Source: an optimization exercise on an open RTL-to-GDS flow (aim: small area). Production flows keep margins and buffers that such runs may drop. In this exercise RTL edits were held to simulation tests only and were not proved equivalent to the original. Power figures rest on the tool's default switching activity, not on a simulated workload.

## build 6
==> flow/design.v (excerpt) <==
module ICMP(readmode,sendmode,hardreset,inputdata,typeoficmpin,codein,restofheaderin,clock,outputmessage,outputvalid,restofheaderout,typeoficmpout,codeout);
==> flow/config.mk <==
export PLATFORM = sky130hd
export DESIGN_NAME = ICMP
export DESIGN_NICKNAME = ICMP
export VERILOG_FILES = /design/flow/design.v
export SDC_FILE = /design/flow/constraint.sdc
export NUM_CORES = 4
export LEC_CHECK = 0
export CAP_MARGIN = 20
export CORE_MARGIN = 2
export CORE_UTILIZATION = 70
export PLACE_DENSITY = 0.8
export SETUP_SLACK_MARGIN = -0.15
export SLEW_MARGIN = 20
==> flow/constraint.sdc <==
create_clock -name core_clock -period 5.0 [get_ports {clock}]
set_input_delay 1.0000 -clock core_clock [delete_from_list [all_inputs] [get_ports {clock}]]
set_output_delay 1.0000 -clock core_clock [all_outputs]
set_load 0.01 [all_outputs]
standard.sh (not shown) runs the stock make flow with config.mk's settings and CLKGATE_MAP_FILE= SYNTH_SCRIPT=/design/flow/synth_recipe.tcl, a recipe that flattens the netlist after the stock synthesis.
==> flow/flow/run.sh <==
#!/bin/bash
# Layout: the standard flow (standard.sh) with these changes:
#  - synthesis is ORFS's synth.tcl run through synth_recipe.tcl as standard.sh
#    does, except that ABC maps the logic with flow/area.abc (area mapping)
#    instead of ORFS's speed script; registers are mapped before ABC runs, so
#    they are the standard synthesis's
#  - the floorplan step removes synthesis buffers (REMOVE_ABC_BUFFERS=1)
#    instead of running repair_timing on wire-load estimates
#  - the port buffers buffer_ports inserts are buf_1 cells
#  - CTS uses clkbuf_8 with smaller sink clusters and inserts no dummy loads
# make's full output goes to standard.log in the work folder; ORFS's per-step
# logs stay under orfs/logs.
set -euo pipefail
W=$(pwd)
export BUFFER_PORTS_ARGS="-buffer_cell sky130_fd_sc_hd__buf_1"
export REMOVE_ABC_BUFFERS=1
export CTS_ARGS="-sink_clustering_enable -repair_clock_nets -dont_use_dummy_load -buf_list sky130_fd_sc_hd__clkbuf_8 -sink_clustering_size 18 -sink_clustering_max_diameter 60"
awk -v s="$W/flow/area.abc" '{print} /source .*synth_preamble.tcl/ {print "set abc_args [lreplace $abc_args 1 1 " s "]"}' \
  "$FLOW_HOME/scripts/synth.tcl" > "$W/flow_synth.tcl"
grep -q "lreplace" "$W/flow_synth.tcl"
sed "s#source \$::env(SCRIPTS_DIR)/synth.tcl#source $W/flow_synth.tcl#" "$W/synth_recipe.tcl" > "$W/flow_synth_recipe.tcl"
grep -q "flow_synth.tcl" "$W/flow_synth_recipe.tcl"
sed "s#SYNTH_SCRIPT=$W/synth_recipe.tcl#SYNTH_SCRIPT=$W/flow_synth_recipe.tcl#" "$W/standard.sh" > "$W/flow_standard.sh"
grep -q "flow_synth_recipe.tcl" "$W/flow_standard.sh"
bash "$W/flow_standard.sh" > standard.log 2>&1
==> flow/flow/area.abc <==
strash
dc2
dc2
dch -f
amap
## Diff of input files: build 57 against build 6
# build 6
export LEC_CHECK = 0
export CAP_MARGIN = 20
export CORE_MARGIN = 2
export CORE_UTILIZATION = 70
export PLACE_DENSITY = 0.8
export SETUP_SLACK_MARGIN = -0.15
export SLEW_MARGIN = 20
create_clock -name core_clock -period 5.0 [get_ports {clock}]
# build 57
export LEC_CHECK = 0
export CAP_MARGIN = 20
export CORE_MARGIN = 2
export CORE_UTILIZATION = 70
export PLACE_DENSITY = 0.8
export SLEW_MARGIN = 20
create_clock -name core_clock -period 5.0 [get_ports {clock}]
--- a/flow/flow/run.sh
+++ b/flow/flow/run.sh
@@ -15,5 +15,5 @@
 export BUFFER_PORTS_ARGS="-buffer_cell sky130_fd_sc_hd__buf_1"
 export REMOVE_ABC_BUFFERS=1
-export CTS_ARGS="-sink_clustering_enable -repair_clock_nets -dont_use_dummy_load -buf_list sky130_fd_sc_hd__clkbuf_8 -sink_clustering_size 18 -sink_clustering_max_diameter 60"
+export CTS_ARGS="-sink_clustering_enable -repair_clock_nets -dont_use_dummy_load -buf_list \"sky130_fd_sc_hd__clkbuf_4 sky130_fd_sc_hd__clkbuf_8\" -sink_clustering_size 18 -sink_clustering_max_diameter 60"
 awk -v s="$W/flow/area.abc" '{print} /source .*synth_preamble.tcl/ {print "set abc_args [lreplace $abc_args 1 1 " s "]"}' \
   "$FLOW_HOME/scripts/synth.tcl" > "$W/flow_synth.tcl"
==> comparison <==
Build 57: worst setup slack is 0.060 ns higher than what build 6 reported. The flow did not stop early for build 57: all stages ran, and the layout cleared the timing, DRC and antenna checks. Build 6 → build 57: width of the chip shows no meaningful change; critical path depth ~0 delta; maximum frequency from static timing analysis +1.3%.
Changes in build 89 relative to build 57:
--- a/flow/flow/run.sh
+++ b/flow/flow/run.sh
@@ -15,5 +15,5 @@
 export BUFFER_PORTS_ARGS="-buffer_cell sky130_fd_sc_hd__buf_1"
 export REMOVE_ABC_BUFFERS=1
-export CTS_ARGS="-sink_clustering_enable -repair_clock_nets -dont_use_dummy_load -buf_list \"sky130_fd_sc_hd__clkbuf_4 sky130_fd_sc_hd__clkbuf_8\" -sink_clustering_size 18 -sink_clustering_max_diameter 60"
+export CTS_ARGS="-sink_clustering_enable -repair_clock_nets -dont_use_dummy_load -buf_list sky130_fd_sc_hd__clkbuf_8 -sink_clustering_size 18 -sink_clustering_max_diameter 60"
 awk -v s="$W/flow/area.abc" '{print} /source .*synth_preamble.tcl/ {print "set abc_args [lreplace $abc_args 1 1 " s "]"}' \
   "$FLOW_HOME/scripts/synth.tcl" > "$W/flow_synth.tcl"
==> run notes <==
Each of the runs, namely build 89 and build 57, reached the end of the flow and came out clean. met2 wirelength from detailed routing of build 57 is on par with build 89. There was hardly any difference in wire length between build 89 and build 57. Between build 57 and build 89, the non-clock inverter instance count of the final layout figures differ only marginally. Build 89 -> build 57: power per cell area flat. Fmax came out exactly the same in build 89 and build 57. Number of standard cells after synthesis came out exactly the same in build 89 and build 57.
[inputs] build 97 vs build 89
# build 89
export LEC_CHECK = 0
export CAP_MARGIN = 20
export CORE_MARGIN = 2
export CORE_UTILIZATION = 70
export PLACE_DENSITY = 0.8
export SLEW_MARGIN = 20
create_clock -name core_clock -period 5.0 [get_ports {clock}]
# build 97
export LEC_CHECK = 0
export CAP_MARGIN = 20
export CORE_MARGIN = 2
export CORE_UTILIZATION = 80
export PLACE_DENSITY = 0.9
export SLEW_MARGIN = 20
create_clock -name core_clock -period 5.0 [get_ports {clock}]
Findings:
Build 97: it failed with a tool error in 4_1_cts, so there are no final results.
Cmp build 97 vs build 89: number of rows in the core area lower in build 97
Between build 89 and build 97, the total standard cell area after synthesis does not differ in any meaningful way.
Instance count after placement with tap cells included was higher in build 89 than in build 97.
Diff build 97..build 89 | synthesized cell count | unchanged
Comparing build 89 with build 97, the mean cell area of the mapped netlist came out essentially unchanged.
### build 97 -> build 67
# build 97
export LEC_CHECK = 0
export CAP_MARGIN = 20
export CORE_MARGIN = 2
export CORE_UTILIZATION = 80
export PLACE_DENSITY = 0.9
export SLEW_MARGIN = 20
create_clock -name core_clock -period 5.0 [get_ports {clock}]
# build 67
export LEC_CHECK = 0
export CAP_MARGIN = 20
export CORE_MARGIN = 2
export CORE_UTILIZATION = 70
export PLACE_DENSITY = 0.8
export SETUP_SLACK_MARGIN = -0.3
export SLEW_MARGIN = 20
create_clock -name core_clock -period 5.0 [get_ports {clock}]
### Flow results
Build 67 -> build 97: number of hold buffers added after CTS flat
Between build 97 and build 67, last weighted congestion value of the routability-driven placer decreased.
Per the comparison of build 67 with build 97, total standard cell area after synthesis level; count of standard-cell rows went up 9.1%; count of placed standard cells including taps now larger.
The sole clean run among build 67 and build 97 is build 67.
What ended build 97 was a tool error in 4_1_cts; the run never finished.
From build 67 to build 97, adder-cell area share of the yosys netlist did not move at all.
Build 67 and build 97 ended up with roughly the same area fraction in and, or, nand and nor cells after synthesis.
Comparing build 67 and build 97, effective utilization at floorplan is lower on build 67.
Cmp build 67 and build 97 / die width / lower: build 97
Between build 67 and build 97, it is build 67 whose HPWL reported at the end of detailed placement is lower, by 14%.
Build 67 vs build 97: count of cells resized by post-cts repair down in build 67

[afterwards: timing with drivers on the ports]
Ports are ideal in the flow. The routed layouts listed here were re-timed in OpenROAD. Step 1: set_driving_cell puts a clkbuf_16 on clock and a buf_2 on each other input, an assumption about the parent block. Step 2 also shifts input and output timing later by t, the mid clock arrival at the registers, as if the neighbouring blocks saw the same clock. Slacks: ideal ports / drivers / drivers and shift; pairs: ideal ports / drivers.
run	shift t [ns]	setup WS [ns]	worst setup path at the end	slew at the worst register clock pin (ns)	worst data-port slew with drivers (ns)
build 6	0.510	0.317 / 0.317 / 0.289	input to register	0.11 / 0.11	0.06
build 57	0.510	0.377 / 0.377 / 0.253	input to register	0.11 / 0.11	0.06
build 89	0.510	0.377 / 0.377 / 0.253	input to register	0.11 / 0.11	0.06
build 67	0.512	0.203 / 0.203 / 0.203	register to register	0.11 / 0.11	0.06
After both steps every run listed still meets setup and hold.
